Background: an optimization exercise with open tools, aiming at small area, a short achievable clock period and few clock cycles. Do not read the settings as production practice. Where RTL was checked, it was by simulation tests only, not by an equivalence proof against the original. The clock port is modelled as an ideal driver, which makes a skipped or thinned clock tree look cheaper than it is; a real chip needs a root buffer or a tree. No activity file was given, so power comes from the tool's default toggle rates.

Design STI_DAC, start of the top module:
module STI_DAC(clk ,reset, load, pi_data, pi_length, pi_fill, pi_msb, pi_low, pi_end,
	       so_data, so_valid,
	       oem_finish, oem_dataout, oem_addr,
	       odd1_wr, odd2_wr, odd3_wr, odd4_wr, even1_wr, even2_wr, even3_wr, even4_wr);
==> flow/config.mk <==
export PLATFORM = sky130hd
export DESIGN_NAME = STI_DAC
export DESIGN_NICKNAME = STI_DAC
export VERILOG_FILES = /design/flow/design.v
export SDC_FILE = /design/flow/constraint.sdc
export NUM_CORES = 4
export LEC_CHECK = 0
export CAP_MARGIN = 20
export CORE_MARGIN = 2
export CORE_UTILIZATION = 40
export SETUP_SLACK_MARGIN = 1.9
export SLEW_MARGIN = 20
==> flow/constraint.sdc <==
create_clock -name core_clock -period 4.0 [get_ports {clk}]
set_input_delay 0.8000 -clock core_clock [delete_from_list [all_inputs] [get_ports {clk}]]
set_output_delay 0.8000 -clock core_clock [all_outputs]
set_load 0.01 [all_outputs]
standard.sh (not shown) runs the stock make flow with config.mk's settings and CLKGATE_MAP_FILE= SYNTH_SCRIPT=/design/flow/synth_recipe.tcl, a recipe that flattens the netlist after the stock synthesis.
==> flow/flow/run.sh <==
#!/bin/bash
# Standard synthesis and layout, with plain buf_1 port buffers and free cell sizing.
set -euo pipefail
bash standard.sh synth > synth.log 2>&1
bash standard.sh 'BUFFER_PORTS_ARGS=-buffer_cell sky130_fd_sc_hd__buf_1' MATCH_CELL_FOOTPRINT=0 'CTS_ARGS=-sink_clustering_enable -repair_clock_nets -dont_use_dummy_load' finish > layout.log 2>&1
Rerun with:
Settings changed: SETUP_SLACK_MARGIN 1.9 to 2.4.
Maximum frequency rises by 4.2%. Count of clock-buffer cells in the layout does not change. Non-clock buffer count rises by 10. Die area stays the same. Setup slack gains 0.079 ns. Worst hold slack is about the same.
Rerun with:
==> flow/flow/run.sh (replaced) <==
#!/bin/bash
# Standard synthesis and layout, with plain buf_1 port buffers and free cell sizing.
set -euo pipefail
bash standard.sh synth > synth.log 2>&1
bash standard.sh 'BUFFER_PORTS_ARGS=-buffer_cell sky130_fd_sc_hd__buf_1' MATCH_CELL_FOOTPRINT=0 'CTS_ARGS=-sink_clustering_enable -repair_clock_nets -dont_use_dummy_load -sink_clustering_size 50 -sink_clustering_max_diameter 400' finish > layout.log 2>&1
Settings changed: SETUP_SLACK_MARGIN 2.4 to 2.2.
Effect: Via count drops by 3.1%; final area drops by 5.2%; sequential power climbs by about 3%; utilization drops by 2.8 points.
No functional check of the RTL was part of any run of this note.

JK:
The RTL this note starts from:
==> flow/design.v <==
module STI_DAC(clk ,reset, load, pi_data, pi_length, pi_fill, pi_msb, pi_low, pi_end,
	       so_data, so_valid,
	       oem_finish, oem_dataout, oem_addr,
	       odd1_wr, odd2_wr, odd3_wr, odd4_wr, even1_wr, even2_wr, even3_wr, even4_wr);
input		clk, reset;
input		load, pi_msb, pi_low, pi_end;
input	[15:0]	pi_data;
input	[1:0]	pi_length;
input		pi_fill;
output		so_data;
output		so_valid;
output		odd1_wr, odd2_wr, odd3_wr, odd4_wr, even1_wr, even2_wr, even3_wr, even4_wr;
output	reg	oem_finish;
output	[4:0]	oem_addr;
output	[7:0]	oem_dataout;
reg		busy;		 
reg	[2:0]	idx;		 
reg		hi;		 
reg		zero;		 
reg		be;		 
reg	[7:0]	shift;		 
reg	[5:0]	pix;		 
reg	[3:1]	bge;		 
reg	[2:1]	beq;		 
reg		wr_odd;		 
reg		wr_even;	 
reg		wr_data;	 
reg		zen_n;		 
wire off = pi_length[1] & (pi_msb ^ pi_fill);	 
reg zero0, hi0;					 
always @(*) begin
	case (pi_length)
	2'd0: begin zero0 = 1'b0; hi0 = pi_low; end
	2'd1: begin zero0 = 1'b0; hi0 = pi_msb; end
	2'd2: begin zero0 = off; hi0 = off ^ pi_msb; end	 
	default: begin zero0 = off; hi0 = pi_msb; end		 
	endcase
end
wire k1 = hi ^ pi_msb;
wire last_byte = (pi_length == 2'd0)
	| (~zero & k1 & ((pi_length == 2'd1) | off))		 
	| (zero & ~off & (pi_length == 2'd2) & ~k1)		 
	| (zero & ~off & (pi_length == 2'd3) & k1);		 
wire first_bit = ~zero0 & (pi_msb ? (hi0 ? pi_data[15] : pi_data[7])
				  : (hi0 ? pi_data[8] : pi_data[0]));
wire next_bit = ~zero & pi_data[{hi, idx}];
wire byte_end = be;
wire last = byte_end & last_byte;
always @(posedge clk or posedge reset) begin
	if (reset) begin
		busy <= 1'b0;
		be <= 1'b0;
	end else begin
		busy <= load | (busy & ~last);
		be <= busy & (idx == (pi_msb ? 3'd1 : 3'd6));
	end
end
wire [2:0] idx_up = idx + 3'd1;
wire [2:0] idx_dn = idx - 3'd1;
always @(posedge clk) begin
	if (load) idx <= pi_msb ? 3'd6 : 3'd1;
	else idx <= pi_msb ? idx_dn : idx_up;
	if (load) begin
		zero <= zero0;
		hi <= hi0;
	end else if (byte_end) begin
		zero <= zero ^ k1;
		hi <= ~hi;
	end
	shift <= {shift[6:0], load ? first_bit : next_bit};
end
assign so_data = shift[0];
wire pix_ev = pix[3] ^ pix[0];
wire fill = pi_end & ~bge[1] & ~(wr_odd | wr_even);
wire slot = byte_end | fill;
always @(posedge clk or posedge reset) begin
	if (reset) begin
		pix <= 6'd0;
		bge <= 3'd0;
		beq <= 2'd0;
		wr_odd <= 1'b0;
		wr_even <= 1'b0;
		wr_data <= 1'b0;
		zen_n <= 1'b0;
		oem_finish <= 1'b0;
	end else begin
		wr_odd <= slot & ~pix_ev;
		wr_even <= slot & pix_ev;
		wr_data <= byte_end;
		zen_n <= byte_end | ~(load | busy | pi_end);
		if ((wr_odd | wr_even) & (pix == 6'd63)) begin
			bge <= {bge[2:1], 1'b1};
			beq <= {beq[1], ~bge[1]};
		end
		pix <= pix + {5'd0, wr_odd | wr_even};
		oem_finish <= pi_end & bge[1];
	end
end
assign odd1_wr  = wr_odd & ~bge[1];
assign even1_wr = wr_even & ~bge[1];
assign odd2_wr  = wr_odd & beq[1] | ~zen_n & ~bge[1];
assign even2_wr = wr_even & beq[1] | ~zen_n & ~bge[1];
assign odd3_wr  = wr_odd & beq[2] | ~zen_n & ~bge[2];
assign even3_wr = wr_even & beq[2] | ~zen_n & ~bge[2];
assign odd4_wr  = wr_odd & bge[3] | ~zen_n & ~bge[3];
assign even4_wr = wr_even & bge[3] | ~zen_n & ~bge[3];
assign oem_addr = pix[5:1];
assign so_valid = busy | wr_data;
assign oem_dataout = shift & {8{wr_data}};
endmodule
clock: 4.0 ns
lec_check: 0
abc_clock_period_in_ps: 1200
cap_margin: 20
core_margin: 2
core_utilization: 40
setup_slack_margin: 2.1
slew_margin: 20
==> flow/flow/run.sh <==
#!/bin/bash
# Standard synthesis and layout, with plain buf_1 port buffers, free cell
# sizing, and a single clock buffer in place of the clock tree (pre_cts.tcl).
set -euo pipefail
here=$(pwd)
bash standard.sh synth > synth.log 2>&1
bash standard.sh 'BUFFER_PORTS_ARGS=-buffer_cell sky130_fd_sc_hd__buf_1' MATCH_CELL_FOOTPRINT=0 "PRE_CTS_TCL=$here/flow/pre_cts.tcl" finish > layout.log 2>&1
==> flow/flow/pre_cts.tcl <==
# Clock tree: one clkbuf_16, placed at the centre of the registers, drives
# every register's clock pin (the design has about 30 registers). This
# replaces ORFS's two-level H-tree; all registers still see the same clock.
set block [ord::get_db_block]
set clknet [$block findNet clk]
set sinks {}
set sx 0
set sy 0
foreach it [$clknet getITerms] {
  set inst [$it getInst]
  set box [$inst getBBox]
  set sx [expr {$sx + ([$box xMin] + [$box xMax]) / 2}]
  set sy [expr {$sy + ([$box yMin] + [$box yMax]) / 2}]
  lappend sinks $it
}
set n [llength $sinks]
puts "pre_cts: $n clock sinks"
set master [[ord::get_db] findMaster sky130_fd_sc_hd__clkbuf_16]
set buf [odb::dbInst_create $block $master clkbuf_root]
set leaf [odb::dbNet_create $block clknet_root]
$leaf setSigType CLOCK
foreach it $sinks {
  $it disconnect
  $it connect $leaf
}
[$buf findITerm A] connect $clknet
[$buf findITerm X] connect $leaf
$buf setLocation [expr {$sx / $n}] [expr {$sy / $n}]
$buf setPlacementStatus PLACED
set_propagated_clock [all_clocks]
# the tree is built; skip ORFS's clock tree synthesis
proc clock_tree_synthesis {args} { puts "pre_cts: clock_tree_synthesis skipped" }
JK: full flow OK, the timing, design-rule and antenna checks passed
Testbench counts of JK, summed over its fixed seeds: cycles 10,845.
Input changes introduced in MS (baseline for comparison: JK):
==> flow/flow/run.sh <==
#!/bin/bash
# Standard synthesis and layout, with plain buf_1 port buffers and free cell sizing.
set -euo pipefail
bash standard.sh synth > synth.log 2>&1
bash standard.sh 'BUFFER_PORTS_ARGS=-buffer_cell sky130_fd_sc_hd__buf_1' MATCH_CELL_FOOTPRINT=0 'CTS_ARGS=-sink_clustering_enable -repair_clock_nets -dont_use_dummy_load' finish > layout.log 2>&1
diff --git a/flow/config.mk b/flow/config.mk
--- a/flow/config.mk
+++ b/flow/config.mk
@@ -7,3 +7,2 @@
 export LEC_CHECK = 0
-export ABC_CLOCK_PERIOD_IN_PS = 1200
 export CAP_MARGIN = 20
@@ -11,3 +10,3 @@
 export CORE_UTILIZATION = 40
-export SETUP_SLACK_MARGIN = 2.1
+export SETUP_SLACK_MARGIN = 2.2
 export SLEW_MARGIN = 20
removed: flow/flow/pre_cts.tcl
## What came out
The worst setup slack in MS sits 0.073 ns below the value recorded for JK.
MS and JK ended up with nearly the same area occupied by registers.
In the flow results for MS and JK, the power is larger on MS.
Area overhead of the layout relative to synthesis, MS and JK, higher one = MS.
Share of total power in combinational logic (higher): JK
Side by side, clock network fraction of total power turned out higher in MS than in JK.
Reported for MS and JK, number of cells produced by synthesis turned out identical to the last digit.
Between MS and JK, it is MS whose fraction of standard cell area that is sequential is lower, by 3.8 points.
On detailed-route wire length, the lower figure sits with JK, not MS.
Edits applied to the flow inputs when going from MS to AL:
==> flow/flow/run.sh <==
#!/bin/bash
# Standard synthesis and layout, with plain buf_1 port buffers, free cell
# sizing, and a single clock buffer in place of the clock tree (pre_cts.tcl).
set -euo pipefail
here=$(pwd)
bash standard.sh synth > synth.log 2>&1
bash standard.sh 'BUFFER_PORTS_ARGS=-buffer_cell sky130_fd_sc_hd__buf_1' MATCH_CELL_FOOTPRINT=0 "PRE_CTS_TCL=$here/flow/pre_cts.tcl" finish > layout.log 2>&1
==> flow/flow/pre_cts.tcl (new file) <==
# Clock tree: one clkbuf_16, placed at the centre of the registers, drives
# every register's clock pin (the design has about 30 registers). This
# replaces ORFS's two-level H-tree; all registers still see the same clock.
set block [ord::get_db_block]
set clknet [$block findNet clk]
set sinks {}
set sx 0
set sy 0
foreach it [$clknet getITerms] {
  set inst [$it getInst]
  set box [$inst getBBox]
  set sx [expr {$sx + ([$box xMin] + [$box xMax]) / 2}]
  set sy [expr {$sy + ([$box yMin] + [$box yMax]) / 2}]
  lappend sinks $it
}
set n [llength $sinks]
puts "pre_cts: $n clock sinks"
set master [[ord::get_db] findMaster sky130_fd_sc_hd__clkbuf_16]
set buf [odb::dbInst_create $block $master clkbuf_root]
set leaf [odb::dbNet_create $block clknet_root]
$leaf setSigType CLOCK
foreach it $sinks {
  $it disconnect
  $it connect $leaf
}
[$buf findITerm A] connect $clknet
[$buf findITerm X] connect $leaf
$buf setLocation [expr {$sx / $n}] [expr {$sy / $n}]
$buf setPlacementStatus PLACED
set_propagated_clock [all_clocks]
# the tree is built; skip ORFS's clock tree synthesis
proc clock_tree_synthesis {args} { puts "pre_cts: clock_tree_synthesis skipped" }
diff --git a/flow/config.mk b/flow/config.mk
--- a/flow/config.mk
+++ b/flow/config.mk
@@ -7,2 +7,3 @@
 export LEC_CHECK = 0
+export ABC_AREA = 1
 export CAP_MARGIN = 20
@@ -10,3 +11,3 @@
 export CORE_UTILIZATION = 40
-export SETUP_SLACK_MARGIN = 2.2
+export SETUP_SLACK_MARGIN = 2.1
 export SLEW_MARGIN = 20
Notes after the runs:
Delta (AL minus MS): worst setup slack before clock tree synthesis went up by 0.057 ns, post-synthesis sequential element count saw little to no change, area after synthesis increased about 7%. Delta (AL minus MS): footprint of the flip-flops and latches level; final cell utilization of the core moved down.
The clock cells of JK and AL come from the design's own scripts or RTL, not from TritonCTS.

-- re-timing with driven ports --
The flow's constraints put no driver on any port. The routed layouts listed below were extracted and timed again, unchanged, in two steps.
Step 1, drivers: a clkbuf_16 drives clk and a buf_2 each remaining input, both assumed.
Step 2 moves the port delays by t, midway between the first and last clock arrival at a register: inputs arrive t later, outputs are due t later. That takes back most of the time a late clock gives input paths.
Three values: ideal, step 1, step 2; two values: the first two.
| run | t (ns) | setup slack, ns | worst hold slack (ns) |
|---|---|---|---|
| the first run of note 1 | 0.294 | 2.048 / 2.023 / 1.878 | 0.349 / 0.349 / 0.349 |
| the second run of note 1 | 0.292 | 2.127 / 2.102 / 2.037 | 0.351 / 0.351 / 0.351 |
| the third run of note 1 | 0.296 | 2.105 / 2.080 / 2.013 | 0.355 / 0.355 / 0.355 |
| JK | 0.197 | 2.190 / 2.160 / 2.002 | 0.356 / 0.356 / 0.356 |
| MS | 0.296 | 2.118 / 2.093 / 2.006 | 0.353 / 0.353 / 0.353 |
| AL | 0.202 | 2.150 / 2.117 / 2.090 | 0.356 / 0.356 / 0.356 |
After both steps setup and hold are still met in every run listed. The setup slack of JK, which loses most, moves by -0.030 ns with the drivers and by -0.188 ns with both steps.
